This design comes from an exercise in tuning for small area on the open sky130 flow, not from production work.
Only simulation tests tie the RTL to the original design; equivalence was not proved. No driver is modelled on the clock port, so clocking that relies on it looks cheaper here than on a real chip.

===== design/flow/flow/run.sh =====
#!/bin/bash
# Own layout flow: the standard layout (standard.sh), with two changes.
# 1. Synthesis is synth_recipe.tcl, except that the final ABC technology
#    mapping runs flow/area.abc (area-oriented mapping followed by ABC's
#    timing-driven up/down sizing) in place of ORFS's speed script. The
#    registers, their names and cell types are the same as the standard
#    synthesis's.
# 2. Ports are buffered with sky130_fd_sc_hd__buf_1 instead of the buffer
#    ORFS picks by itself.
# Each tool writes its full log under orfs/logs/ (ORFS's own logs); the
# output of make itself goes to run_*.log in this folder.
set -euo pipefail
W=$(pwd)
F=$W/flow
{
  head -n 1 synth_recipe.tcl
  cat <<EOT
proc abc {args} {
  set i [lsearch -exact \$args -script]
  if { \$i >= 0 } { lset args [expr {\$i + 1}] $F/area.abc }
  yosys abc {*}\$args
}
EOT
  tail -n +2 synth_recipe.tcl
} > "$W/own_synth.tcl"
sed "s#SYNTH_SCRIPT=[^ ]*synth_recipe.tcl#SYNTH_SCRIPT=$W/own_synth.tcl#" standard.sh > "$W/own_standard.sh"
grep -q "SYNTH_SCRIPT=$W/own_synth.tcl" "$W/own_standard.sh"
export BUFFER_PORTS_ARGS="-buffer_cell sky130_fd_sc_hd__buf_1"
bash "$W/own_standard.sh" finish > "$W/run_finish.log" 2>&1
test -s "$W/out/final.def"

===== design/flow/flow/area.abc =====
strash
dch
map -a
topo
stime -c
upsize -c
dnsize -c

===== design/flow/standard.sh =====
#!/bin/bash
# synth_recipe.tcl (not shown) runs the flow's synth.tcl, then flattens the netlist and writes it again
# the make line also repeats each setting of config.mk as NAME=value (left out here)
make -C /OpenROAD-flow-scripts/flow DESIGN_CONFIG=/design/flow/config.mk WORK_HOME=/design/flow/orfs CLKGATE_MAP_FILE= SYNTH_SCRIPT=/design/flow/synth_recipe.tcl "${@:-finish}"

===== design/flow/config.mk =====
export PLATFORM = sky130hd
export DESIGN_NAME = Mesh
export DESIGN_NICKNAME = Mesh
export VERILOG_FILES = /design/flow/design.v
export SDC_FILE = /design/flow/constraint.sdc
export NUM_CORES = 4
export LEC_CHECK = 0
export CAP_MARGIN = 0
export CORE_MARGIN = 2
export CORE_UTILIZATION = 80
export CTS_BUF_LIST = sky130_fd_sc_hd__clkbuf_16
export CTS_CLUSTER_DIAMETER = 80
export CTS_CLUSTER_SIZE = 30
export PLACE_DENSITY = 0.88
export SLEW_MARGIN = 0
export SYNTH_HIERARCHICAL = 1

===== design/flow/constraint.sdc =====
create_clock -name core_clock -period 5.0 [get_ports {clock}]
set_input_delay 1.0000 -clock core_clock [delete_from_list [all_inputs] [get_ports {clock}]]
set_output_delay 1.0000 -clock core_clock [all_outputs]
set_load 0.01 [all_outputs]

===== design/flow/design.v =====
`timescale 1ns / 1ps
`timescale 1ns / 1ps
module PE_16 #(parameter DIN_INV = 0, parameter SH_INV = 0) (
  input         clock,
  input  [7:0]  an,
  input  [7:0]  bn,
  input  [15:0] d,
  input         flip,
  output [15:0] c_out
);
  reg [15:0] acc, sh;
  wire [63:0] pp;
  genvar gx, gy;
  generate
    for (gx = 0; gx < 8; gx = gx + 1) begin : ppx
      for (gy = 0; gy < 8; gy = gy + 1) begin : ppy
        assign pp[gx*8+gy] = ~(an[gx] | bn[gy]);
      end
    end
  endgenerate
  wire s1, c2;
  HA u_s1 (.x(acc[0]), .y(pp[0]), .s(s1), .c(c2));
  wire s3, c4;
  FA u_s3 (.x(acc[1]), .y(pp[1]), .z(pp[8]), .s(s3), .c(c4));
  wire s5, c6;
  HA u_s5 (.x(c2), .y(s3), .s(s5), .c(c6));
  wire s7, c8;
  FA u_s7 (.x(acc[2]), .y(pp[16]), .z(pp[2]), .s(s7), .c(c8));
  wire s9, c10;
  FA u_s9 (.x(pp[9]), .y(c4), .z(s7), .s(s9), .c(c10));
  wire s11, c12;
  HA u_s11 (.x(c6), .y(s9), .s(s11), .c(c12));
  wire s13, c14;
  FA u_s13 (.x(acc[3]), .y(pp[10]), .z(pp[17]), .s(s13), .c(c14));
  wire s15, c16;
  FA u_s15 (.x(pp[24]), .y(pp[3]), .z(c8), .s(s15), .c(c16));
  wire s17, c18;
  FA u_s17 (.x(s13), .y(c10), .z(s15), .s(s17), .c(c18));
  wire s19, c20;
  HA u_s19 (.x(c12), .y(s17), .s(s19), .c(c20));
  wire s21, c22;
  FA u_s21 (.x(acc[4]), .y(pp[11]), .z(pp[18]), .s(s21), .c(c22));
  wire s23, c24;
  FA u_s23 (.x(pp[25]), .y(pp[32]), .z(pp[4]), .s(s23), .c(c24));
  wire s25, c26;
  FA u_s25 (.x(c14), .y(s21), .z(s23), .s(s25), .c(c26));
  wire s27, c28;
  FA u_s27 (.x(c16), .y(s25), .z(c18), .s(s27), .c(c28));
  wire s29, c30;
  HA u_s29 (.x(c20), .y(s27), .s(s29), .c(c30));
  wire s31, c32;
  FA u_s31 (.x(acc[5]), .y(pp[12]), .z(pp[19]), .s(s31), .c(c32));
  wire s33, c34;
  FA u_s33 (.x(pp[26]), .y(pp[33]), .z(pp[40]), .s(s33), .c(c34));
  wire s35, c36;
  FA u_s35 (.x(acc[6]), .y(pp[13]), .z(pp[20]), .s(s35), .c(c36));
  wire s37, c38;
  FA u_s37 (.x(acc[7]), .y(pp[14]), .z(pp[21]), .s(s37), .c(c38));
  wire s39, c40;
  FA u_s39 (.x(pp[5]), .y(c22), .z(c24), .s(s39), .c(c40));
  wire s41, c42;
  FA u_s41 (.x(pp[27]), .y(pp[34]), .z(pp[41]), .s(s41), .c(c42));
  wire s43, c44;
  FA u_s43 (.x(pp[48]), .y(pp[6]), .z(c32), .s(s43), .c(c44));
  wire s45, c46;
  FA u_s45 (.x(pp[28]), .y(pp[35]), .z(pp[42]), .s(s45), .c(c46));
  wire s47, c48;
  FA u_s47 (.x(pp[49]), .y(pp[56]), .z(pp[7]), .s(s47), .c(c48));
  wire s49, c50;
  FA u_s49 (.x(acc[8]), .y(pp[15]), .z(pp[22]), .s(s49), .c(c50));
  wire s51, c52;
  FA u_s51 (.x(pp[29]), .y(pp[36]), .z(pp[43]), .s(s51), .c(c52));
  wire s53, c54;
  FA u_s53 (.x(pp[50]), .y(pp[57]), .z(c38), .s(s53), .c(c54));
  wire s55, c56;
  FA u_s55 (.x(acc[9]), .y(pp[23]), .z(pp[30]), .s(s55), .c(c56));
  wire s57, c58;
  FA u_s57 (.x(pp[37]), .y(pp[44]), .z(pp[51]), .s(s57), .c(c58));
  wire s59, c60;
  FA u_s59 (.x(acc[10]), .y(pp[31]), .z(pp[38]), .s(s59), .c(c60));
  wire s61, c62;
  FA u_s61 (.x(s31), .y(s33), .z(c26), .s(s61), .c(c62));
  wire s63, c64;
  FA u_s63 (.x(c34), .y(s35), .z(s41), .s(s63), .c(c64));
  wire s65, c66;
  FA u_s65 (.x(c36), .y(c42), .z(s37), .s(s65), .c(c66));
  wire s67, c68;
  FA u_s67 (.x(s45), .y(s47), .z(c44), .s(s67), .c(c68));
  wire s69, c70;
  FA u_s69 (.x(c46), .y(c48), .z(s49), .s(s69), .c(c70));
  wire s71, c72;
  HA u_s71 (.x(s51), .y(s53), .s(s71), .c(c72));
  wire s73, c74;
  FA u_s73 (.x(pp[58]), .y(c50), .z(c52), .s(s73), .c(c74));
  wire s75, c76;
  FA u_s75 (.x(s55), .y(s57), .z(c54), .s(s75), .c(c76));
  wire s77, c78;
  FA u_s77 (.x(pp[45]), .y(pp[52]), .z(pp[59]), .s(s77), .c(c78));
  wire s79, c80;
  FA u_s79 (.x(c56), .y(c58), .z(s59), .s(s79), .c(c80));
  wire s81, c82;
  FA u_s81 (.x(acc[11]), .y(pp[39]), .z(pp[46]), .s(s81), .c(c82));
  wire s83, c84;
  FA u_s83 (.x(pp[53]), .y(pp[60]), .z(c60), .s(s83), .c(c84));
  wire s85, c86;
  FA u_s85 (.x(acc[12]), .y(pp[47]), .z(pp[54]), .s(s85), .c(c86));
  wire s87, c88;
  FA u_s87 (.x(s39), .y(s61), .z(c28), .s(s87), .c(c88));
  wire s89, c90;
  FA u_s89 (.x(c40), .y(s43), .z(s63), .s(s89), .c(c90));
  wire s91, c92;
  FA u_s91 (.x(c64), .y(s65), .z(s67), .s(s91), .c(c92));
  wire s93, c94;
  FA u_s93 (.x(c66), .y(s69), .z(s71), .s(s93), .c(c94));
  wire s95, c96;
  FA u_s95 (.x(c70), .y(s73), .z(c72), .s(s95), .c(c96));
  wire s97, c98;
  FA u_s97 (.x(s77), .y(c74), .z(s79), .s(s97), .c(c98));
  wire s99, c100;
  FA u_s99 (.x(c78), .y(s81), .z(c80), .s(s99), .c(c100));
  wire s101, c102;
  FA u_s101 (.x(pp[61]), .y(c82), .z(s85), .s(s101), .c(c102));
  wire s103, c104;
  FA u_s103 (.x(acc[13]), .y(pp[55]), .z(pp[62]), .s(s103), .c(c104));
  wire s105, c106;
  FA u_s105 (.x(c62), .y(s89), .z(c88), .s(s105), .c(c106));
  wire s107, c108;
  HA u_s107 (.x(c90), .y(s91), .s(s107), .c(c108));
  wire s109, c110;
  FA u_s109 (.x(c68), .y(s93), .z(c92), .s(s109), .c(c110));
  wire s111, c112;
  FA u_s111 (.x(s75), .y(s95), .z(c94), .s(s111), .c(c112));
  wire s113, c114;
  FA u_s113 (.x(c76), .y(s97), .z(c96), .s(s113), .c(c114));
  wire s115, c116;
  FA u_s115 (.x(s83), .y(c98), .z(s99), .s(s115), .c(c116));
  wire s117, c118;
  FA u_s117 (.x(c84), .y(s101), .z(c100), .s(s117), .c(c118));
  wire s119, c120;
  FA u_s119 (.x(c86), .y(s103), .z(c102), .s(s119), .c(c120));
  wire s121, c122;
  FA u_s121 (.x(acc[14]), .y(pp[63]), .z(c104), .s(s121), .c(c122));
  wire s123, c124;
  HA u_s123 (.x(c30), .y(s87), .s(s123), .c(c124));
  wire s125, c126;
  HA u_s125 (.x(c106), .y(s107), .s(s125), .c(c126));
  wire s127, c128;
  HA u_s127 (.x(c108), .y(s109), .s(s127), .c(c128));
  wire s129, c130;
  HA u_s129 (.x(c110), .y(s111), .s(s129), .c(c130));
  wire s131, c132;
  HA u_s131 (.x(c112), .y(s113), .s(s131), .c(c132));
  wire s133, c134;
  HA u_s133 (.x(c114), .y(s115), .s(s133), .c(c134));
  wire s135, c136;
  HA u_s135 (.x(c116), .y(s117), .s(s135), .c(c136));
  wire s137, c138;
  HA u_s137 (.x(c118), .y(s119), .s(s137), .c(c138));
  wire s139, c140;
  HA u_s139 (.x(c120), .y(s121), .s(s139), .c(c140));
  wire s141, c142;
  HA u_s141 (.x(acc[15]), .y(c122), .s(s141), .c(c142));
  wire k143 = s105 & c124;
  wire k144 = s105 & s123;
  wire k145 = c128 | (s127 & c126);
  wire k146 = s127 & s125;
  wire k147 = c132 | (s131 & c130);
  wire k148 = s131 & s129;
  wire k149 = c136 | (s135 & c134);
  wire k150 = s135 & s133;
  wire k151 = c140 | (s139 & c138);
  wire k152 = s139 & s137;
  wire k153 = c126 | (s125 & k143);
  wire k154 = s125 & k144;
  wire k155 = k145 | (k146 & k143);
  wire k156 = k146 & k144;
  wire k157 = c134 | (s133 & k147);
  wire k158 = s133 & k148;
  wire k159 = k149 | (k150 & k147);
  wire k160 = k150 & k148;
  wire k161 = c130 | (s129 & k155);
  wire k162 = s129 & k156;
  wire k163 = k147 | (k148 & k155);
  wire k164 = k148 & k156;
  wire k165 = k157 | (k158 & k155);
  wire k166 = k158 & k156;
  wire k167 = k159 | (k160 & k155);
  wire k168 = k160 & k156;
  wire k169 = c138 | (s137 & k167);
  wire k170 = s137 & k168;
  wire k171 = k151 | (k152 & k167);
  wire k172 = k152 & k168;
  wire k173 = s105 ^ c124;
  wire k174 = s125 ^ k143;
  wire k175 = s127 ^ k153;
  wire k176 = s129 ^ k155;
  wire k177 = s131 ^ k161;
  wire k178 = s133 ^ k163;
  wire k179 = s135 ^ k165;
  wire k180 = s137 ^ k167;
  wire k181 = s139 ^ k169;
  wire k182 = s141 ^ k171;
  wire [15:0] sum = {k182, k181, k180, k179, k178, k177, k176, k175, k174, k173, s123, s29, s19, s11, s5, s1};
  wire [15:0] dv = DIN_INV ? ~d : d;
  wire [15:0] sh_next = flip ? sum : dv;
  always @(posedge clock) begin
    acc <= flip ? dv : sum;
    sh  <= SH_INV ? ~sh_next : sh_next;
  end
  assign c_out = sh;
endmodule
module FA (input x, input y, input z, output s, output c);
  assign s = x ^ y ^ z;
  assign c = (x & y) | (x & z) | (y & z);
endmodule
module HA (input x, input y, output s, output c);
  assign s = x ^ y;
  assign c = x & y;
endmodule
`timescale 1ns / 1ps
`timescale 1ns / 1ps
`timescale 1ns / 1ps
`timescale 1ns / 1ps
module Mesh(
    input clock,
    input [7:0] io_in_a_0_0,
    input [7:0] io_in_a_1_0,
    input [7:0] io_in_a_2_0,
    input [7:0] io_in_a_3_0,
    input [7:0] io_in_b_0_0,
    input [7:0] io_in_b_1_0,
    input [7:0] io_in_b_2_0,
    input [7:0] io_in_b_3_0,
    input [15:0] io_in_d_0_0,
    input [15:0] io_in_d_1_0,
    input [15:0] io_in_d_2_0,
    input [15:0] io_in_d_3_0,
    input io_in_control_0_0_propagate,
    input io_in_control_1_0_propagate,
    input io_in_control_2_0_propagate,
    input io_in_control_3_0_propagate,
    output [15:0] io_out_c_0_0,
    output [15:0] io_out_c_1_0,
    output [15:0] io_out_c_2_0,
    output [15:0] io_out_c_3_0
);
  wire [7:0]  a_in [0:3];
  wire [7:0]  b_in [0:3];
  wire [15:0] d_in [0:3];
  wire        p_in [0:3];
  assign a_in[0] = io_in_a_0_0; assign a_in[1] = io_in_a_1_0;
  assign a_in[2] = io_in_a_2_0; assign a_in[3] = io_in_a_3_0;
  assign b_in[0] = io_in_b_0_0; assign b_in[1] = io_in_b_1_0;
  assign b_in[2] = io_in_b_2_0; assign b_in[3] = io_in_b_3_0;
  assign d_in[0] = io_in_d_0_0; assign d_in[1] = io_in_d_1_0;
  assign d_in[2] = io_in_d_2_0; assign d_in[3] = io_in_d_3_0;
  assign p_in[0] = io_in_control_0_0_propagate; assign p_in[1] = io_in_control_1_0_propagate;
  assign p_in[2] = io_in_control_2_0_propagate; assign p_in[3] = io_in_control_3_0_propagate;
  reg  [7:0]  a_r [0:3][0:3];
  reg  [7:0]  b_r [0:3][0:3];
  reg         p_r [0:3];
  reg         f_r [0:3][1:3];
  wire        flip [0:3][0:3];
  reg  [15:0] d_r [0:3][0:4];
  wire [15:0] c_out [0:3][0:3];
  genvar i, k;
  generate
    for (i = 0; i < 4; i = i + 1) begin : chain
      for (k = 0; k < 4; k = k + 1) begin : pos
        always @(posedge clock) begin
          a_r[i][k] <= (k == 0) ? ~a_in[i] : a_r[i][k-1];
          b_r[k][i] <= (i == 0) ? ~b_in[k] : b_r[k][i-1];
          d_r[i][k+1] <= c_out[i][k];
        end
        if (k == 0) begin : f0
          assign flip[i][k] = p_r[i] ^ p_in[i];
        end else begin : fk
          always @(posedge clock) f_r[i][k] <= flip[i][k-1];
          assign flip[i][k] = f_r[i][k];
        end
        PE_16 #(.DIN_INV(k != 0), .SH_INV(k != 3)) pe (
          .clock(clock),
          .an(a_r[i][k]),
          .bn(b_r[k][i]),
          .d(d_r[i][k]),
          .flip(flip[i][k]),
          .c_out(c_out[i][k])
        );
      end
      always @(posedge clock) begin
        d_r[i][0] <= d_in[i];
        p_r[i] <= p_in[i];
      end
    end
  endgenerate
  assign io_out_c_0_0 = d_r[0][4];
  assign io_out_c_1_0 = d_r[1][4];
  assign io_out_c_2_0 = d_r[2][4];
  assign io_out_c_3_0 = d_r[3][4];
endmodule

==> metrics.csv, run 1 <==
metric,value,unit
TritonRoute pass-1 iters,8,
reg-to-reg startpoint,a_r[3][2],
worst rel slew slack,56.30,%
worst setup path startpoint,a_r[3][2],
final hold violation count,0,
initial antenna violation count,4,
core area,0.06835,mm^2
vias in the first global route,40575,
clock buffer depth,3,
area of the multi-input gates,0.03215,mm^2
vias per cell,6.063,
most instantiated library cell after synthesis,nor2_1,
number of max-cap violations,0,
Synth area leaders,"dfxtp_1 (40%), fa_1 (31%), nor2_1 (9.0%)",
Die Span Y,266.2,um
clock latency on the worst-skew pair,0.65,ns
Syn Area/Cell,11.15,um^2
hold_sp,chain[0].pos[1].pe.sh[3],
H-tree depth,2,
Post-synth EDFFs,0,
CP endpoint kind,flop,
Worst-Margin Slew,0.6546,ns
count of cell types in the netlist,19,
number of port buffers,196,
fmax,206.0,MHz
Clock transition at path regs,0.11,ns
Synth Instances,4932,
chip width,266.2,um
Yosys top cell area share,40.20,%
"Arr. time, crit path",5.37,ns
# IOs,197,
Root Buffer,clkbuf_16,
Setup WS post-layout,0.1451,ns
Post-synth ARST share,0,%
full die area,0.07084,mm^2
HP Class,flop to flop,
post-route DRC violation count,0,
Slew Limit Fails,0,
Post-Syn Nets,6265,
total congestion overflow,0,
fraction of layout cells with a size suffix above 1,5.576,%
DR vias,37969,
gpl congestion,0.9765,
top_reg_cell synth,dfxtp_1,
Antenna Nets Post-Route,0,
initial core utilization,80.45,%
Reg area,0.02215,mm^2
DP Worst Slack,0.09800,ns
design area,0.05979,mm^2
Setup CP Type,flop to flop,
average routed wire per standard cell,20.56,um
1st-iter DRT viols,3609,
Rows,96,
min cycle time layout,4.855,ns
status,"complete, no violations",
leading area contributor after synthesis,dfxtp_1,
DPL Wire Length,96420,um
clock buffer count from CTS,47,
Finish-stage setup viols,0,
most instantiated cells after synthesis,"nor2_1 (1312), dfxtp_1 (1104), fa_1 (864), nand2_1 (340), ha_1 (336)",
Seq cells post-synth,1104,
register area share after synthesis,40.20,%
DRT Wirelength,128700,um
fill count,3063,
first-pass GRT wire length,207900,um
Critical Path Fanout Max,3,
Worst Skew,0.01829,ns
Placed Area,0.05826,mm^2
Ant. Diodes,0,
Final #Nets,6693,
crit path launch type,flop,
CP required,5.51,ns
CTS tree,built,
Mapped Area,0.05498,mm^2
Synth warnings,20,
area grow syn2layout,8.752,%
crit share post-route,97.10,%
clk sink count,1104,
largest net degree at the start of global routing,66,
GR Util All Layers,37.78,%
-- registers in the layout (all words and copies together), names as in the netlist --
register,cells
d_r,320
b_r,128
f_r,12
a_r,128
p_r,4
chain.pos.pe.sh,256
chain.pos.pe.acc,256
-- layer usage --
metal  vias up  track usage [%]  wire (um)
li1      16578                -          -
met1     18548            49.54      47270
met2      2272            62.31      63020
met3       567            7.542      12080
met4         4            15.97       6347
met5         -                0         27
-- layout make-up --
cell class	instances	area share (%)
clock buffer	49	2.051
sequential	1104	37.03
timing repair buffer	379	3.528
clock inverter	20	0.3725
inverter	208	1.406
multi-input combinational	3620	53.76
tap	882	1.846
-- through the flow --
| step | utilization, % | TNS [ns] | hold slack (ns) | instances |
|---|---|---|---|---|
| final | 87.49 | 0 | 0.3206 | 6262 |
| after global routing | 87.49 | -0.07618 | 0.3368 | 6262 |
| after CTS | 87.36 | 0 | 0.3241 | 6260 |
| after detailed placement | 85.24 | 0 | 0.3121 | 6191 |
| after global placement | 85.24 | 0 | 0.3100 | 6191 |
| after floorplan | - | 0 | 0.3096 | 4932 |
-- repair_timing --
item	CTS	global route
hold buffers	0	0
pin swaps	0	4
gates resized for setup	1	40
setup endpoints to repair	1	51
setup buffers	0	2
-- placed cells by master, fill, tap and decap left out, types with 4 or more instances in the layout --
cell type	n
a21o_1	16
a21oi_1	252
a31oi_1	23
and2_1	8
buf_1	196
buf_4	183
clkbuf_16	49
clkinv_1	197
dfxtp_1	1079
dfxtp_2	20
dfxtp_4	5
fa_1	862
ha_1	336
inv_6	17
nand2_1	340
nand3_1	31
nand4_1	16
nor2_1	1306
nor2_2	6
o211ai_1	4
o21ai_0	248
o21ai_1	64
xnor2_1	36
xor2_1	60
xor2_4	4
-- final timing paths --
path / depth (start not counted) / slack, ns / to
min reg2reg: 0 / 0.32 / d_r[2][3]
max: 16 / 0.15 / chain[0].pos[3].pe.acc[14]
min: 0 / 0.32 / d_r[2][3]
max reg2reg: 16 / 0.15 / chain[0].pos[3].pe.acc[14]
-- per-module statistics from Yosys, one instance, submodules excluded, a selection --
module | cells | area (um^2) | flip-flops and latches
FA | 1 | 20.02 | 0
HA | 1 | 12.51 | 0
Mesh | 660 | 12130 | 592
-- kinds of logic (layout without fill, tap and decap cells) --
family	count (synthesis)	after routing	synth area share, %
buf+inv	208	656	1.529
simple gates	1708	1708	11.84
compound gates	612	612	5.735
flops	1104	1104	40.20
xor+xnor	100	100	1.593
fa+ha+maj	1200	1200	39.10
-- critical path, cell delays in order, from the launching register on --
cell      delay (ns)
dfxtp_1         0.40
nor2_2          0.06
fa_1            0.53
fa_1            0.46
fa_1            0.45
fa_1            0.44
fa_1            0.44
fa_2            0.39
ha_1            0.23
a21oi_1         0.19
nand2_1         0.14
nand4_1         0.09
o211ai_1        0.17
ha_1            0.25
nor2_1          0.15
xor2_1          0.22
o21ai_0         0.11
==> run 2: changes to the inputs <==
--- a/design/flow/flow/run.sh
+++ b/design/flow/flow/run.sh
@@ -9,2 +9,4 @@
 #    ORFS picks by itself.
+# 3. Clock tree synthesis gets the same arguments as ORFS would give it
+#    from config.mk, plus -dont_use_dummy_load.
 # Each tool writes its full log under orfs/logs/ (ORFS's own logs); the
@@ -28,2 +30,3 @@
 export BUFFER_PORTS_ARGS="-buffer_cell sky130_fd_sc_hd__buf_1"
+export CTS_ARGS="-sink_clustering_enable -repair_clock_nets -sink_clustering_size 30 -sink_clustering_max_diameter 80 -buf_list sky130_fd_sc_hd__clkbuf_16 -dont_use_dummy_load"
 bash "$W/own_standard.sh" finish > "$W/run_finish.log" 2>&1
==> metrics.csv, run 2 <==
metric,value,unit
crit path launch type,flop,
Compound-Gate Fraction of Synth Area,5.735,%
most instantiated library cell after synthesis,nor2_1,
1st-iter DRT viols,3716,
Final #Nets,6691,
min cycle time layout,4.819,ns
initial antenna violation count,6,
WHS,0.3058,ns
fmax,207.5,MHz
most frequent CP cell,fa_1,
Setup Buffers After CTS,0,
Mapped Area,0.05498,mm^2
number of max-cap violations,0,
"Arr. time, crit path",5.39,ns
Crit path max-delay family,adder cells,
"commonest non-fill, non-tap cell in the layout",nor2_1,
adder-cell share of the synthesized area,39.10,%
total congestion overflow,0,
DP Worst Slack,0.09800,ns
HP Class,flop to flop,
Placed Area,0.05826,mm^2
top_reg_cell synth,dfxtp_1,
Clock transition at path regs,0.10,ns
average routed wire per standard cell,20.39,um
Setup WS post-layout,0.1813,ns
full die area,0.07084,mm^2
clock buffer count from CTS,47,
Rows,96,
Yosys top cell area share,40.20,%
final non-filler cell total,6240,
Slew Limit Fails,0,
CTS tree,built,
register area share after synthesis,40.20,%
worst rel slew slack,55.63,%
Setup CP Type,flop to flop,
Critical Path Fanout Max,4,
CP bufs+invs,0,
Crit path largest cell delay,0.50,ns
setup tns final,0,ns
Post-synth EDFFs,0,
chip width,266.2,um
TritonRoute pass-1 iters,6,
Synth Instances,4932,
count of cell types in the netlist,19,
leading area contributor after synthesis,dfxtp_1,
final hold violation count,0,
most instantiated cells after synthesis,"nor2_1 (1312), dfxtp_1 (1104), fa_1 (864), nand2_1 (340), ha_1 (336)",
largest family of logic cells by synthesized area,adder cells,
XOR/XNOR Fraction of Synth Area,1.593,%
first-pass GRT wire length,207200,um
Post-Syn Nets,6265,
hold_sp,chain[0].pos[1].pe.sh[3],
core area,0.06835,mm^2
vias in the first global route,40354,
Biggest register,d_r,
Syn Area/Cell,11.15,um^2
CP required,5.57,ns
max reg flops,320,
Synth area leaders,"dfxtp_1 (40%), fa_1 (31%), nor2_1 (9.0%)",
reg-to-reg startpoint,b_r[8][0],
crit share post-route,96.37,%
H-tree depth,2,
clock latency on the worst-skew pair,0.65,ns
GR Util All Layers,37.56,%
clk sink count,1104,
post-route DRC violation count,0,
Worst Skew,0.05840,ns
vias per cell,6.071,
Post-synth ARST share,0,%
placed cell count,6191,
gpl congestion,0.9765,
most frequent cells in the layout,"nor2_1 (1307), dfxtp_1 (1084), fa_1 (863)",
CP endpoint kind,flop,
"slowest stage cell, crit path",fa_1,
Worst-Margin Slew,0.6647,ns
Seq cells post-synth,1104,
design area,0.05949,mm^2
DPL Wire Length,96420,um
worst setup path startpoint,b_r[8][0],
CP cell instances,nor2_1 > fa_1 > fa_1 > fa_1 > fa_1 > fa_1 > fa_1 > ha_1 > nand3_1 > nand2_1 > nand4_1 > nand3_1 > ha_1 > nor2_1 > xor2_1 > nand2_1 > o21ai_0,
Die Span Y,266.2,um
DRT Wirelength,127200,um
Finished Core Util,87.04,%
simple-gate area share of the yosys netlist,11.84,%
Synth warnings,20,
status,"complete, no violations",
biggest regs,"d_r: 320 flops, chain.pos.pe.acc: 256 flops, chain.pos.pe.sh: 256 flops",
CTS Hold Bufs,0,
Root Buffer,clkbuf_16,
# IOs,197,
number of port buffers,196,
Finish-stage setup viols,0,
multiplexer area fraction after synthesis,0,%
initial core utilization,80.45,%
DR vias,37880,
largest net degree at the start of global routing,66,
clock buffer depth,3,
area grow syn2layout,8.197,%
Antenna Nets Post-Route,0,
fraction of layout cells with a size suffix above 1,5.041,%
## run 2: cell types whose count changed in the layout (fill, tap and decap cells not counted), sizes merged
cell    before  now
diode        0    2
clkinv     203  196
bufinv       1    0
buf        379  377
clkbuf      49   47
inv         24   12
## run 2: worst paths after layout
path                               end  slack, ns  cells after the start
max reg2reg  chain[0].pos[2].pe.sh[14]       0.18                     17
min reg2reg                  d_r[2][3]       0.31                      0
min                          d_r[2][3]       0.31                      0
max          chain[0].pos[2].pe.sh[14]       0.18                     17
## run 2: kinds of logic after synthesis
kind of cell / Yosys count
simple gates: 1708
compound gates: 612
xor+xnor: 100
fa+ha+maj: 1200
flops: 1104
buf+inv: 208
## run 2: area by class of cell
class,count,area (um^2)
multi-input combinational,3620,32130
sequential,1104,22140
fill,3160,8856
timing repair buffer,377,2095
clock buffer,47,1176
tap,882,1104
inverter,208,840.8
antenna,2,5.005
## run 2: what timing repair did
item                                    CTS  global route
cloned                                    0             0
gates resized for setup                   1            31
endpoints found under the setup margin    1            39
## run 2: layer usage
metal  vias up  GRT usage [%]  wire, um
met5         -              0        35
met4         6          15.37      5807
met3       530          7.384     12000
met2      2238          61.83     62260
met1     18532          49.65     47130
li1      16574              -         -
## run 2: per-module statistics from Yosys (local to each module, per instance), excerpt
module / cells / area, um^2 / flops+latches
FA: 1 / 20.02 / 0
HA: 1 / 12.51 / 0
Mesh: 660 / 12130 / 592
==> run 3: changes to the inputs <==
--- a/design/flow/flow/run.sh
+++ b/design/flow/flow/run.sh
@@ -11,2 +11,5 @@
 #    from config.mk, plus -dont_use_dummy_load.
+# 4. Timing-driven global placement does not keep the buffers and resizing
+#    of its internal repair (GPL_KEEP_OVERFLOW 0); the later repair steps
+#    of the standard flow still run.
 # Each tool writes its full log under orfs/logs/ (ORFS's own logs); the
@@ -31,2 +34,3 @@
 export CTS_ARGS="-sink_clustering_enable -repair_clock_nets -sink_clustering_size 30 -sink_clustering_max_diameter 80 -buf_list sky130_fd_sc_hd__clkbuf_16 -dont_use_dummy_load"
+export GPL_KEEP_OVERFLOW=0
 bash "$W/own_standard.sh" finish > "$W/run_finish.log" 2>&1
--- a/design/flow/config.mk
+++ b/design/flow/config.mk
@@ -13,2 +13,3 @@
 export CTS_CLUSTER_SIZE = 30
+export GPL_TIMING_DRIVEN = 0
 export PLACE_DENSITY = 0.88
==> metrics.csv, run 3 <==
metric,value,unit
min cycle time layout,5.054,ns
Synth area leaders,"dfxtp_1 (40%), fa_1 (31%), nor2_1 (9.0%)",
fraction of layout cells with a size suffix above 1,4.802,%
TritonRoute pass-1 iters,8,
H-tree depth,2,
count of cell types in the netlist,19,
Post-synth ARST share,0,%
worst rel slew slack,35.24,%
Yosys top cell area share,40.20,%
r2r setup slk,-0.05,ns
largest net degree at the start of global routing,54,
max reg flops,320,
Antenna Nets Post-Route,0,
"Arr. time, crit path",5.61,ns
crit share post-route,101.1,%
"commonest non-fill, non-tap cell in the layout",nor2_1,
most instantiated library cell after synthesis,nor2_1,
biggest regs,"d_r: 320 flops, chain.pos.pe.acc: 256 flops, chain.pos.pe.sh: 256 flops",
Die Span Y,266.2,um
full die area,0.07084,mm^2
number of port buffers,196,
RSZ-0062 raised after global routing,true,
Post-synth EDFFs,0,
Critical Path Fanout Max,7,
crit path launch type,flop,
clock buffer depth,3,
Setup WS post-layout,-0.05419,ns
initial core utilization,80.45,%
CTS tree,built,
Synth warnings,20,
core area,0.06835,mm^2
CP required,5.56,ns
HP Class,flop to flop,
Placed Area,0.05705,mm^2
Root Buffer,clkbuf_16,
Worst Skew,0.04744,ns
leading area contributor after synthesis,dfxtp_1,
initial antenna violation count,2,
1st-iter DRT viols,3228,
# IOs,197,
area grow syn2layout,7.089,%
Post-Syn Nets,6265,
clk sink count,1104,
CP endpoint kind,flop,
number of max-cap violations,0,
placed cell count,6015,
Rows,96,
final non-filler cell total,6089,
first-pass GRT wire length,192800,um
gpl congestion,0.9277,
Finished Core Util,86.15,%
most frequent cells in the layout,"nor2_1 (1291), dfxtp_1 (986), fa_1 (858)",
status,finished with violations,
DRT Wirelength,120500,um
register area share after synthesis,40.20,%
Biggest register,d_r,
clock buffer count from CTS,47,
DPL Wire Length,87810,um
CTS Hold Bufs,0,
chip width,266.2,um
most instantiated cells after synthesis,"nor2_1 (1312), dfxtp_1 (1104), fa_1 (864), nand2_1 (340), ha_1 (336)",
routed wl met3,9965,um
Finish-stage setup viols,2,
Mapped Area,0.05498,mm^2
vias in the first global route,38676,
final hold violation count,0,
design area,0.05888,mm^2
top_reg_cell synth,dfxtp_1,
Clock transition at path regs,0.11,ns
Syn Area/Cell,11.15,um^2
fmax,197.9,MHz
post-route DRC violation count,0,
Worst-Margin Slew,0.9714,ns
Layout Check Failures,negative setup slack,
Final #Nets,6541,
routed wl met2,59500,um
Synth Instances,4932,
vias per cell,6.051,
DR vias,36843,
Seq cells post-synth,1104,
Setup CP Type,flop to flop,
GR Util All Layers,34.52,%
Slew Limit Fails,0,
clock latency on the worst-skew pair,0.65,ns
total congestion overflow,0,
WHS,0.2791,ns
top layer in use,met5,
average routed wire per standard cell,19.78,um
met1 WL,46510,um
==> run 3: cells by family after synthesis <==
| kind of cell | after synthesis | synth area share (%) |
|---|---|---|
| adders and majority gates | 1200 | 39.10 |
| xor gates and xnor gates | 100 | 1.593 |
| and+or+nand+nor | 1708 | 11.84 |
| DFF | 1104 | 40.20 |
| AOI/OAI and AO/OA | 612 | 5.735 |
| buffers and inverters | 208 | 1.529 |
==> run 3: layout make-up <==
class	count	area, um^2
Antenna cell	1	2.502
Clock buffer	47	1176
Fill cell	3278	9465
Inverter	208	840.8
Multi-Input combinational cell	3620	32240
Sequential cell	1104	22450
Tap cell	882	1104
Timing Repair Buffer	227	1069
==> run 3: Yosys stat by module, one instance, submodules excluded, a selection <==
module  area (um^2)  flip-flops and latches
Mesh          12130                     592
FA            20.02                       0
HA            12.51                       0
==> run 3: routing by layer <==
metal  up-vias  GRT usage (%)
met5         -              0
met4         2          12.24
met3       392          6.590
met2      1944          56.55
met1     18234          46.88
li1      16271              -
==> run 3: what timing repair did <==
item,CTS,global route
pin swaps,0,15
buffers inserted,0,26
endpoints found under the setup margin,23,108
endpoints found under the hold margin,0,0
gates resized for setup,41,195
==> run 3: worst max-delay path, cell delays in order (launching register included) <==
cell     delay [ns]
dfxtp_4        0.40
nor2_2         0.13
fa_1           0.45
fa_1           0.43
fa_1           0.46
fa_1           0.44
fa_1           0.46
fa_1           0.51
ha_1           0.38
nand3_1        0.13
nand2_1        0.09
nand4_1        0.12
nand3_1        0.13
ha_1           0.21
nor2_1         0.13
xor2_1         0.26
nand2_1        0.09
o21ai_0        0.13
==> run 3: final timing paths <==
check / startpoint / cells past startpoint / end
max: b_r[8][2] / 17 / chain[0].pos[2].pe.sh[14]
min: chain[0].pos[1].pe.sh[6] / 0 / d_r[2][6]
max reg2reg: b_r[8][2] / 17 / chain[0].pos[2].pe.sh[14]
min reg2reg: chain[0].pos[1].pe.sh[6] / 0 / d_r[2][6]
==> run 3: metrics by stage <==
stage / setup slack, ns / TNS (ns)
2_1_floorplan: 0.5287 / 0
3_3_place_gp: -0.09373 / -0.2007
3_5_place_dp: -0.06735 / -0.2215
4_1_cts: 0.007527 / 0
5_1_grt: -0.1791 / -0.6092
6_report: -0.05419 / -0.09710
==> run 4: changes to the inputs <==
--- a/design/flow/config.mk
+++ b/design/flow/config.mk
@@ -13,3 +13,2 @@
 export CTS_CLUSTER_SIZE = 30
-export GPL_TIMING_DRIVEN = 0
 export PLACE_DENSITY = 0.88
==> metrics.csv, run 4 <==
metric,value,unit
status,"complete, no violations",
Worst-Margin Slew,0.9248,ns
Reg2Reg Depth,16,
design area,0.05854,mm^2
Biggest register,d_r,
full die area,0.07084,mm^2
H-tree depth,2,
HP Class,flop to flop,
count of cell types in the netlist,19,
area grow syn2layout,6.470,%
# IOs,197,
placed cell count,6014,
final hold violation count,0,
Root Buffer,clkbuf_16,
DR vias,37104,
total congestion overflow,0,
1st-iter DRT viols,3373,
top_reg_cell synth,dfxtp_1,
Mapped Area,0.05498,mm^2
Placed Area,0.05701,mm^2
Clock transition at path regs,0.10,ns
fraction of layout cells with a size suffix above 1,3.914,%
hold path cells,0,
post-route DRC violation count,0,
clock latency on the worst-skew pair,0.64,ns
clock buffer depth,3,
Syn Area/Cell,11.15,um^2
Synth Instances,4932,
number of port buffers,196,
vias per cell,6.115,
Finished Core Util,85.65,%
CTS tree,built,
crit share post-route,97.22,%
DPL Wire Length,90420,um
Critical Path Fanout Max,9,
first-pass GRT wire length,197400,um
Setup WS post-layout,0.1389,ns
reg-to-reg startpoint,b_r[9][3],
Finish-stage setup viols,0,
WHS Endpoint,d_r[9][4],
number of max-cap violations,0,
GR Util All Layers,35.46,%
core area,0.06835,mm^2
Ant. Diodes,0,
Yosys top cell area share,40.20,%
r2r setup slk,0.14,ns
DP Worst Slack,-0.09452,ns
Seq cells post-synth,1104,
most instantiated library cell after synthesis,nor2_1,
min cycle time layout,4.861,ns
Post-Syn Nets,6265,
Die Span Y,266.2,um
CP endpoint kind,flop,
average routed wire per standard cell,20.37,um
Setup CP Type,flop to flop,
vias in the first global route,39272,
final non-filler cell total,6068,
initial antenna violation count,1,
Synth warnings,20,
CTS Hold Bufs,0,
worst rel slew slack,38.34,%
Rows,96,
DRT Wirelength,123600,um
most instantiated cells after synthesis,"nor2_1 (1312), dfxtp_1 (1104), fa_1 (864), nand2_1 (340), ha_1 (336)",
max reg flops,320,
WHS,0.2987,ns
TritonRoute pass-1 iters,8,
largest net degree at the start of global routing,54,
biggest regs,"d_r: 320 flops, chain.pos.pe.acc: 256 flops, chain.pos.pe.sh: 256 flops",
RR Endpoint,chain[1].pos[2].pe.sh[14],
clk sink count,1104,
most frequent cells in the layout,"nor2_1 (1303), dfxtp_1 (993), fa_1 (859)",
Final #Nets,6521,
CP required,5.54,ns
Post-synth EDFFs,0,
Worst Skew,0.05371,ns
clock buffer count from CTS,48,
hold_sp,chain[1].pos[3].pe.sh[4],
Post-synth ARST share,0,%
initial core utilization,80.45,%
crit path launch type,flop,
Synth area leaders,"dfxtp_1 (40%), fa_1 (31%), nor2_1 (9.0%)",
register area share after synthesis,40.20,%
"commonest non-fill, non-tap cell in the layout",nor2_1,
setup tns final,0,ns
fmax,205.7,MHz
Slew Limit Fails,0,
"Arr. time, crit path",5.40,ns
leading area contributor after synthesis,dfxtp_1,
Antenna Nets Post-Route,0,
chip width,266.2,um
gpl congestion,0.9245,
run 4: timing repair:
item,4_1_cts,5_1_grt
pin swaps,0,6
endpoints found under the setup margin,5,109
gates resized for setup,12,147
buffers inserted,0,6
run 4: logic make-up after synthesis:
kind of cell / after synthesis / share of synthesized area (%)
buffers and inverters: 208 / 1.529
xor gates and xnor gates: 100 / 1.593
adders and majority gates: 1200 / 39.10
AOI/OAI and AO/OA: 612 / 5.735
DFF: 1104 / 40.20
and+or+nand+nor: 1708 / 11.84
run 4: worst max-delay path, cell delays in order (launching register included):
cell and delay, ns:
dfxtp_1 0.59, nor2_1 0.14, fa_1 0.45, fa_1 0.46, fa_1 0.50, fa_1 0.44
fa_1 0.53, ha_1 0.38, a21oi_1 0.20, nand2_1 0.12, nand4_1 0.09, nand3_1 0.14
ha_1 0.22, nor2_1 0.11, xor2_1 0.20, nand2_1 0.08, o21ai_0 0.11
run 4: routing by layer:
| layer | track usage (%) | part of all wire [%] | wire (um) | vias to the layer above |
|---|---|---|---|---|
| li1 | - | - | - | 16241 |
| met1 | 47.19 | 38 | 46780 | 18246 |
| met2 | 58.59 | 49 | 61160 | 2152 |
| met3 | 6.913 | 8.6 | 10590 | 463 |
| met4 | 13.47 | 4.1 | 5046 | 2 |
| met5 | 0 | 0.0057 | 7 | - |
run 4: worst max path at each step:
stage	cells after the start	slack, ns	endpoint	from
2_1_floorplan	16	0.53	chain[0].pos[0].pe.acc[14]	b_r[0][0]
3_3_place_gp	17	0.09	chain[2].pos[0].pe.sh[15]	b_r[2][0]
3_5_place_dp	17	-0.09	chain[3].pos[1].pe.sh[14]	a_r[13][2]
4_1_cts	17	0.002	chain[3].pos[1].pe.sh[14]	b_r[7][2]
5_1_grt	16	-0.09	chain[2].pos[1].pe.acc[14]	b_r[6][2]
6_report	16	0.14	chain[1].pos[2].pe.sh[14]	b_r[9][3]
run 4: cell type report:
type / instances / area, um^2
Multi-Input combinational cell: 3620 / 32180
Sequential cell: 1104 / 22340
Fill cell: 3332 / 9806
Clock buffer: 48 / 1201
Tap cell: 882 / 1104
Timing Repair Buffer: 206 / 875.8
Inverter: 208 / 840.8
run 4: per-module statistics from Yosys, one instance, submodules excluded, excerpt:
| module | flip-flops and latches | area, um^2 | cells |
|---|---|---|---|
| FA | 0 | 20.02 | 1 |
| Mesh | 592 | 12130 | 660 |
| HA | 0 | 12.51 | 1 |
==> run 5: changes to the inputs <==
--- a/design/flow/config.mk
+++ b/design/flow/config.mk
@@ -9,3 +9,3 @@
 export CORE_MARGIN = 2
-export CORE_UTILIZATION = 80
+export CORE_UTILIZATION = 82
 export CTS_BUF_LIST = sky130_fd_sc_hd__clkbuf_16
@@ -13,3 +13,3 @@
 export CTS_CLUSTER_SIZE = 30
-export PLACE_DENSITY = 0.88
+export PLACE_DENSITY = 0.9
 export SLEW_MARGIN = 0
==> metrics.csv, run 5 <==
metric,value,unit
chip width,262.9,um
count of cell types in the netlist,19,
Rows,94,
Final #Nets,6530,
Post-synth ARST share,0,%
DRT Wirelength,127600,um
Yosys top cell area share,40.20,%
top_reg_cell synth,dfxtp_1,
most instantiated library cell after synthesis,nor2_1,
Seq cells post-synth,1104,
average routed wire per standard cell,21.07,um
initial core utilization,83.18,%
Critical Path Fanout Max,8,
Post-Syn Nets,6265,
crit share post-route,98.50,%
Slew Limit Fails,0,
register area share after synthesis,40.20,%
Worst-Margin Slew,0.9819,ns
CTS Hold Bufs,0,
CP cell instances,nor2_1 > fa_1 > fa_1 > fa_1 > fa_1 > fa_1 > ha_1 > nand3_1 > nand2_1 > nand4_1 > nand3_1 > ha_1 > nor2_1 > xor2_1 > o21ai_0,
DP Worst Slack,0.01360,ns
1st-iter DRT viols,3906,
final hold violation count,0,
post-route DRC violation count,0,
Worst Skew,0.07391,ns
Mapped Area,0.05498,mm^2
Syn Area/Cell,11.15,um^2
DR vias,37668,
WHS,0.2910,ns
clock latency on the worst-skew pair,0.63,ns
most frequent CP cell,fa_1,
CTS tree,built,
Die Span Y,262.9,um
Synth Instances,4932,
vias in the first global route,40248,
Setup WS post-layout,0.07504,ns
number of max-cap violations,0,
"Arr. time, crit path",5.39,ns
gpl congestion,0.9181,
most instantiated cells after synthesis,"nor2_1 (1312), dfxtp_1 (1104), fa_1 (864), nand2_1 (340), ha_1 (336)",
fraction of layout cells with a size suffix above 1,4.312,%
Crit path max-delay family,adder cells,
area grow syn2layout,6.759,%
fill count,2771,
H-tree depth,2,
Synth area leaders,"dfxtp_1 (40%), fa_1 (31%), nor2_1 (9.0%)",
vias per cell,6.217,
# IOs,197,
CP required,5.47,ns
Crit path largest cell delay,0.58,ns
Root Buffer,clkbuf_16,
Synth warnings,20,
TritonRoute pass-1 iters,6,
Clock transition at path regs,0.11,ns
clock buffer depth,3,
GR Util All Layers,37.27,%
CP endpoint kind,flop,
clock buffer count from CTS,48,
clk sink count,1104,
HP Class,flop to flop,
first-pass GRT wire length,203400,um
"commonest non-fill, non-tap cell in the layout",nor2_1,
"slowest stage cell, crit path",dfxtp_1,
initial antenna violation count,1,
full die area,0.06914,mm^2
biggest regs,"d_r: 320 flops, chain.pos.pe.acc: 256 flops, chain.pos.pe.sh: 256 flops",
Post-synth EDFFs,0,
DPL Wire Length,92950,um
largest net degree at the start of global routing,54,
crit path launch type,flop,
Antenna Nets Post-Route,0,
min cycle time layout,4.925,ns
fmax,203.0,MHz
total congestion overflow,0,
Setup CP Type,flop to flop,
core area,0.06610,mm^2
Biggest register,d_r,
status,"complete, no violations",
number of port buffers,196,
Ant. Diodes,0,
most frequent cells in the layout,"nor2_1 (1298), dfxtp_1 (989), fa_1 (860)",
worst rel slew slack,34.54,%
CP bufs+invs,0,
max reg flops,320,
leading area contributor after synthesis,dfxtp_1,
Finish-stage setup viols,0,
-- run 5: cell counts after synthesis --
No cell type changed its count.
-- run 5: routing by layer --
layer	vias to the layer above	track usage (%)	routed length [um]
met5	-	0	10
met4	2	16.23	6380
met3	571	7.403	11960
met2	2433	61.24	62280
met1	18406	49.03	47010
li1	16256	-	-
-- run 5: per-module statistics from Yosys (local to each module, per instance), a selection --
module	times used	cells
Mesh	1	660
HA	272	1
FA	864	1
-- run 5: final timing paths --
check                           cells after the start                       from  slack [ns]                    endpoint
worst min register to register                      0  chain[3].pos[0].pe.sh[15]        0.29                 d_r[16][15]
worst max-delay path                               15                 b_r[11][3]        0.08  chain[3].pos[2].pe.acc[14]
worst min-delay path                                0  chain[3].pos[0].pe.sh[15]        0.29                 d_r[16][15]
worst max register to register                     15                 b_r[11][3]        0.08  chain[3].pos[2].pe.acc[14]
-- run 5: area by class of cell --
class / instances / area, um^2 / share of cell area (%)
sequential: 1104 / 22390 / 38.14
tap: 864 / 1081 / 1.842
clock buffer: 48 / 1201 / 2.046
multi-input combinational: 3620 / 32200 / 54.86
inverter: 208 / 840.8 / 1.432
timing repair buffer: 215 / 983.4 / 1.675
-- run 5: metrics by stage --
stage	cells	setup TNS, ns	utilization, %	cell area, um^2
floorplan	4932	0	-	54980
global placement	5992	0	85.93	56800
detailed placement	5998	0	86.29	57040
CTS	6046	0	88.12	58250
global route	6059	-0.9706	88.81	58700
finish	6059	0	88.81	58700
-- run 5: worst reg2reg max path, cell delays in order, from the launching register on --
cell and delay [ns]:
dfxtp_1 0.58, nor2_1 0.14, fa_1 0.58, fa_1 0.52, fa_1 0.52, fa_1 0.46
fa_1 0.41, ha_1 0.30, nand3_1 0.09, nand2_1 0.13, nand4_1 0.11, nand3_1 0.14
ha_1 0.25, nor2_1 0.12, xor2_1 0.24, o21ai_0 0.14
-- run 5: kinds of logic (layout without fill, tap and decap cells) --
logic type                 after synthesis  after routing  share of synthesized area (%)
and+or+nand+nor                       1708           1708                          11.84
adders and majority gates             1200           1200                          39.10
AOI/OAI and AO/OA                      612            612                          5.735
DFF                                   1104           1104                          40.20
xor gates and xnor gates               100            100                          1.593
buffers and inverters                  208            471                          1.529
-- run 5: repair_timing --
action / in CTS / in global routing
endpoints found under the setup margin: 9 / 131
pin swaps: 0 / 9
setup buffers: 0 / 13
resized for setup: 8 / 184
==> run 6: changes to the inputs <==
--- a/design/flow/flow/run.sh
+++ b/design/flow/flow/run.sh
@@ -33,3 +33,3 @@
 export BUFFER_PORTS_ARGS="-buffer_cell sky130_fd_sc_hd__buf_1"
-export CTS_ARGS="-sink_clustering_enable -repair_clock_nets -sink_clustering_size 30 -sink_clustering_max_diameter 80 -buf_list sky130_fd_sc_hd__clkbuf_16 -dont_use_dummy_load"
+export CTS_ARGS="-sink_clustering_enable -repair_clock_nets -sink_clustering_size 33 -sink_clustering_max_diameter 90 -buf_list sky130_fd_sc_hd__clkbuf_16 -dont_use_dummy_load"
 export GPL_KEEP_OVERFLOW=0
--- a/design/flow/config.mk
+++ b/design/flow/config.mk
@@ -9,7 +9,7 @@
 export CORE_MARGIN = 2
-export CORE_UTILIZATION = 82
+export CORE_UTILIZATION = 80
 export CTS_BUF_LIST = sky130_fd_sc_hd__clkbuf_16
-export CTS_CLUSTER_DIAMETER = 80
-export CTS_CLUSTER_SIZE = 30
-export PLACE_DENSITY = 0.9
+export CTS_CLUSTER_DIAMETER = 90
+export CTS_CLUSTER_SIZE = 33
+export PLACE_DENSITY = 0.8
 export SLEW_MARGIN = 0
==> metrics.csv, run 6 <==
metric,value,unit
Post-Syn Nets,6265,
crit path launch type,flop,
Compound-Gate Fraction of Synth Area,5.735,%
most instantiated cells after synthesis,"nor2_1 (1312), dfxtp_1 (1104), fa_1 (864), nand2_1 (340), ha_1 (336)",
Die Span Y,266.2,um
worst rel slew slack,37.91,%
max reg flops,320,
Worst-Margin Slew,0.9313,ns
Antenna Nets Post-Route,0,
CP endpoint kind,flop,
1st-iter DRT viols,2827,
vias in the first global route,37104,
hold_sp,chain[1].pos[2].pe.sh[1],
multiplexer area fraction after synthesis,0,%
Root Buffer,clkbuf_16,
XOR/XNOR Fraction of Synth Area,1.593,%
design area,0.05828,mm^2
clock buffer depth,3,
Slew Limit Fails,0,
Seq cells post-synth,1104,
WHS Endpoint,d_r[8][1],
min cycle time layout,4.823,ns
TritonRoute pass-1 iters,6,
post-route DRC violation count,0,
DR vias,35582,
Reg2Reg Depth,16,
Critical Path Fanout Max,9,
final hold violation count,0,
Final #Nets,6508,
fmax,207.3,MHz
initial core utilization,80.45,%
HP Class,flop to flop,
Post-synth EDFFs,0,
simple-gate area share of the yosys netlist,11.84,%
WHS,0.2900,ns
setup tns final,0,ns
biggest regs,"d_r: 320 flops, chain.pos.pe.acc: 256 flops, chain.pos.pe.sh: 256 flops",
register area share after synthesis,40.20,%
Syn Area/Cell,11.15,um^2
clock buffer count from CTS,41,
largest family of logic cells by synthesized area,adder cells,
status,"complete, no violations",
count of cell types in the netlist,19,
Clock transition at path regs,0.12,ns
crit share post-route,96.46,%
GR Util All Layers,33.36,%
"Arr. time, crit path",5.34,ns
clock latency on the worst-skew pair,0.61,ns
gpl congestion,0.8942,
largest net degree at the start of global routing,54,
area grow syn2layout,6.003,%
Synth Instances,4932,
vias per cell,5.876,
RR Endpoint,chain[1].pos[1].pe.sh[14],
chip width,266.2,um
Crit path largest cell delay,0.61,ns
most instantiated library cell after synthesis,nor2_1,
DPL Wire Length,86610,um
reg-to-reg startpoint,b_r[5][3],
most frequent CP cell,fa_1,
Mapped Area,0.05498,mm^2
initial antenna violation count,1,
average routed wire per standard cell,18.79,um
Setup CP Type,flop to flop,
Rows,96,
total congestion overflow,0,
most frequent cells in the layout,"nor2_1 (1306), dfxtp_1 (991), fa_1 (861)",
Post-synth ARST share,0,%
r2r setup slk,0.18,ns
Yosys top cell area share,40.20,%
# IOs,197,
adder-cell share of the synthesized area,39.10,%
Synth area leaders,"dfxtp_1 (40%), fa_1 (31%), nor2_1 (9.0%)",
Worst Skew,0.05048,ns
Finish-stage setup viols,0,
fraction of layout cells with a size suffix above 1,3.557,%
Biggest register,d_r,
hold path cells,0,
core area,0.06835,mm^2
"commonest non-fill, non-tap cell in the layout",nor2_1,
clk sink count,1104,
Synth warnings,20,
top_reg_cell synth,dfxtp_1,
Finished Core Util,85.28,%
DRT Wirelength,113800,um
number of max-cap violations,0,
CP required,5.52,ns
number of port buffers,196,
CTS tree,built,
leading area contributor after synthesis,dfxtp_1,
first-pass GRT wire length,186400,um
"slowest stage cell, crit path",dfxtp_1,
full die area,0.07084,mm^2
Placed Area,0.05702,mm^2
CP cell instances,nor2_1 > fa_1 > fa_1 > fa_1 > fa_1 > fa_1 > ha_1 > a21oi_1 > nand2_1 > nand4_1 > nand3_1 > ha_1 > nor2_1 > xor2_1 > nand2_1 > o21ai_0,
Ant. Diodes,0,
H-tree depth,2,
==> run 6: worst max-delay path by stage <==
stage                   start                         end  slack, ns  depth (start not counted)
floorplan           b_r[0][0]  chain[0].pos[0].pe.acc[14]       0.53                         16
global placement    b_r[2][0]   chain[2].pos[0].pe.sh[15]       0.11                         17
detailed placement  b_r[5][0]  chain[1].pos[1].pe.acc[14]       0.08                         16
CTS                 a_r[3][2]  chain[0].pos[3].pe.acc[14]       0.02                         16
global route        a_r[9][0]   chain[2].pos[1].pe.sh[14]      -0.02                         17
finish              b_r[5][3]   chain[1].pos[1].pe.sh[14]       0.18                         16
==> run 6: timing repair <==
item / CTS / global route
hold buffers: 0 / 0
hold endpoints to repair: 0 / 0
buffers inserted: 0 / 0
setup endpoints to repair: 0 / 95
gates resized for setup: 0 / 143
==> run 6: routing by layer <==
layer | up-vias | GRT usage, % | part of all wire, %
met1 | 17634 | 47.40 | 41
li1 | 16221 | - | -
met2 | 1472 | 54.75 | 49
met5 | - | 0 | 0.011
met3 | 253 | 4.760 | 7.0
met4 | 2 | 9.353 | 2.7
==> run 6: metrics by stage <==
step,worst slack [ns],cells
finish,0.1770,6055
global route,-0.02230,6055
CTS,0.01999,6055
detailed placement,0.07680,6014
global placement,0.1122,6010
floorplan,0.5287,4932
==> run 6: layout make-up <==
| type | count | area [um^2] |
|---|---|---|
| multi-input combinational | 3620 | 32140 |
| sequential | 1104 | 22320 |
| fill | 3688 | 10060 |
| tap | 882 | 1104 |
| clock buffer | 41 | 1026 |
| timing repair buffer | 200 | 845.8 |
| inverter | 208 | 840.8 |
==> run 6: critical path, delay by kind of cell (launching register included) <==
| kind | cells | cell delay [ns] |
|---|---|---|
| XOR/XNOR | 1 | 0.21 |
| flip-flops | 1 | 0.61 |
| AO/OA/AOI/OAI | 2 | 0.27 |
| AND/OR/NAND/NOR | 6 | 0.69 |
| adder cells (fa/ha/maj) | 7 | 2.91 |
==> run 6: cell families after synthesis <==
family / after synthesis
and+or+nand+nor: 1708
adders and majority gates: 1200
DFF: 1104
AOI/OAI and AO/OA: 612
buffers and inverters: 208
xor gates and xnor gates: 100
==> run 6: modules after synthesis (local to each module, per instance), excerpt <==
module / flip-flops and latches / cells inside / copies in the design
HA: 0 / 1 / 272
FA: 0 / 1 / 864
Mesh: 592 / 660 / 1
==> run 7: changes to the inputs <==
--- a/design/flow/config.mk
+++ b/design/flow/config.mk
@@ -13,3 +13,3 @@
 export CTS_CLUSTER_SIZE = 33
-export PLACE_DENSITY = 0.8
+export PLACE_DENSITY = 0.88
 export SLEW_MARGIN = 0
==> metrics.csv, run 7 <==
metric,value,unit
register area share after synthesis,40.20,%
GR Util All Layers,34.84,%
post-route DRC violation count,0,
M2 GR Usage,57.07,%
Biggest register,d_r,
chip width,266.2,um
DRT Wirelength,119700,um
count of cell types in the netlist,19,
clk sink count,1104,
number of max-cap violations,0,
full die area,0.07084,mm^2
Die Span Y,266.2,um
final non-filler cell total,6065,
Post-synth ARST share,0,%
most frequent CP cell,fa_1,
fraction of layout cells with a size suffix above 1,3.936,%
core area,0.06835,mm^2
hold path cells,0,
biggest regs,"d_r: 320 flops, chain.pos.pe.acc: 256 flops, chain.pos.pe.sh: 256 flops",
worst setup path startpoint,b_r[9][5],
Post-Syn Nets,6265,
placed cell count,6014,
Ant. Diodes,0,
Synth warnings,20,
Critical Path Fanout Max,9,
vias per cell,6.032,
worst rel slew slack,37.31,%
Seq cells post-synth,1104,
gr busiest metal,met2,
Mapped Area,0.05498,mm^2
clock latency on the worst-skew pair,0.64,ns
final hold violation count,0,
clock buffer depth,3,
# IOs,197,
max reg flops,320,
Reg2Reg Depth,16,
"commonest non-fill, non-tap cell in the layout",nor2_1,
TritonRoute pass-1 iters,5,
leading area contributor after synthesis,dfxtp_1,
vias in the first global route,38699,
Reg area,0.02236,mm^2
Setup CP Type,flop to flop,
Post-synth EDFFs,0,
Antenna Nets Post-Route,0,
number of port buffers,196,
gpl congestion,0.9245,
most frequent cells in the layout,"nor2_1 (1300), dfxtp_1 (991), fa_1 (858)",
reg-to-reg startpoint,b_r[9][5],
Worst Skew,0.05394,ns
area of the multi-input gates,0.03217,mm^2
DPL Wire Length,90420,um
met3 Usage GRT,6.081,%
Yosys top cell area share,40.20,%
first-pass GRT wire length,194300,um
Syn Area/Cell,11.15,um^2
Rows,96,
most instantiated cells after synthesis,"nor2_1 (1312), dfxtp_1 (1104), fa_1 (864), nand2_1 (340), ha_1 (336)",
DR vias,36587,
"Arr. time, crit path",5.39,ns
Clock transition at path regs,0.12,ns
crit share post-route,97.35,%
min cycle time layout,4.867,ns
Slew Limit Fails,0,
1st-iter DRT viols,3354,
most instantiated library cell after synthesis,nor2_1,
Finish-stage setup viols,0,
fmax,205.4,MHz
largest net degree at the start of global routing,54,
"slowest stage cell, crit path",dfxtp_1,
H-tree depth,2,
area grow syn2layout,6.235,%
Synth Instances,4932,
initial antenna violation count,3,
CP endpoint kind,flop,
Critical Path Sink,chain[1].pos[2].pe.sh[14],
GR Util met1,47.44,%
RR Endpoint,chain[1].pos[2].pe.sh[14],
CP cell instances,nor2_1 > fa_1 > fa_1 > ha_1 > fa_1 > fa_1 > ha_1 > a21oi_1 > nand2_1 > nand4_1 > nand3_1 > ha_1 > nor2_1 > xor2_1 > nand2_1 > o21ai_0,
total congestion overflow,0,
Final #Nets,6518,
Root Buffer,clkbuf_16,
average routed wire per standard cell,19.73,um
RSZ-0062 raised after global routing,true,
crit path launch type,flop,
HP Class,flop to flop,
status,"complete, no violations",
CTS tree,built,
fill count,3373,
Worst-Margin Slew,0.9404,ns
CP required,5.52,ns
clock buffer count from CTS,41,
r2r setup slk,0.13,ns
Crit path largest cell delay,0.60,ns
Synth area leaders,"dfxtp_1 (40%), fa_1 (31%), nor2_1 (9.0%)",
top_reg_cell synth,dfxtp_1,
initial core utilization,80.45,%
[run 7: timing repair]
action	CTS	global route
hold buffers	0	0
buffers inserted	0	10
endpoints found under the setup margin	5	114
gates resized for setup	10	160
pin swaps	0	7
[run 7: cell type report]
class,count,share of cell area (%)
clock buffers,41,1.756
inverters,208,1.439
multi-input cells,3620,55.08
flip-flops and latches,1104,38.29
well taps,882,1.889
repair buffers,210,1.551
[run 7: modules after synthesis, one instance, submodules excluded, excerpt]
module / flip-flops and latches / cells inside / copies in the design / area (um^2)
FA: 0 / 1 / 864 / 20.02
Mesh: 592 / 660 / 1 / 12130
HA: 0 / 1 / 272 / 12.51
[run 7: cell families (layout without fill, tap and decap cells)]
group | after synthesis | in the layout | share of synthesized area, %
xor gates and xnor gates | 100 | 100 | 1.593
DFF | 1104 | 1104 | 40.20
and+or+nand+nor | 1708 | 1708 | 11.84
adders and majority gates | 1200 | 1200 | 39.10
AOI/OAI and AO/OA | 612 | 612 | 5.735
buffers and inverters | 208 | 459 | 1.529
[run 7: worst max-delay path, delay by kind of cell (launching register included)]
kind | cells | cell delay (ns)
AOI/OAI and AO/OA | 2 | 0.30
and+or+nand+nor | 6 | 0.69
adders and majority gates | 7 | 2.97
xor gates and xnor gates | 1 | 0.20
DFF | 1 | 0.60
[run 7: worst min path at each step]
stage                         startpoint     endpoint  slack, ns
5_1_grt         chain[0].pos[3].pe.sh[8]    d_r[4][8]       0.29
6_report        chain[0].pos[3].pe.sh[8]    d_r[4][8]       0.30
3_5_place_dp    chain[2].pos[0].pe.sh[9]   d_r[11][9]       0.31
3_3_place_gp   chain[3].pos[3].pe.sh[11]  d_r[19][11]       0.31
2_1_floorplan   chain[2].pos[0].pe.sh[0]   d_r[11][0]       0.31
4_1_cts         chain[3].pos[1].pe.sh[4]   d_r[17][4]       0.30
[run 7: layer usage]
metal	share of wire [%]	up-vias
met5	0.019	-
li1	-	16216
met3	8.1	387
met4	3.7	4
met1	39	18130
met2	49	1850
[run 7: through the flow]
step	setup WS (ns)	instance area, um^2	util, %	setup TNS [ns]	hold WS, ns
floorplan	0.5287	54980	-	0	0.3096
detailed placement	-0.09452	57010	83.41	-0.1171	0.3121
global placement	0.08676	56820	83.14	0	0.3101
CTS	0.001036	58050	84.93	0	0.2989
finish	0.1326	58410	85.46	0	0.2984
global route	-0.03412	58410	85.46	-0.09775	0.2889

[re-timing with driven ports]
Ports are ideal in the flow. The routed layouts listed here were re-timed in OpenROAD.
Step 1 sets driving cells, clkbuf_16 on the clock port and buf_2 on the other inputs (assumed; they add their load-dependent delay and slew).
Step 2 times the ports against the registers' clock, not the clock port: input delays grow and output delays shrink by t, the midpoint of the rising clock arrivals with the driver on.
Three values: ideal, step 1, step 2; two values: the first two.
run	t, ns	setup WS [ns]	slew at the worst register clock pin (ns)	pins driven straight from the clock port
run 1	0.706	0.145 / 0.145 / 0.145	0.11 / 0.11	1
run 2	0.692	0.181 / 0.181 / 0.181	0.11 / 0.11	1
run 3	0.694	-0.054 / -0.054 / -0.054	0.11 / 0.11	1
run 4	0.694	0.139 / 0.139 / 0.139	0.12 / 0.12	1
run 5	0.672	0.075 / 0.075 / 0.075	0.11 / 0.11	1
run 6	0.668	0.177 / 0.177 / 0.177	0.12 / 0.12	1
run 7	0.688	0.133 / 0.133 / 0.133	0.12 / 0.12	1
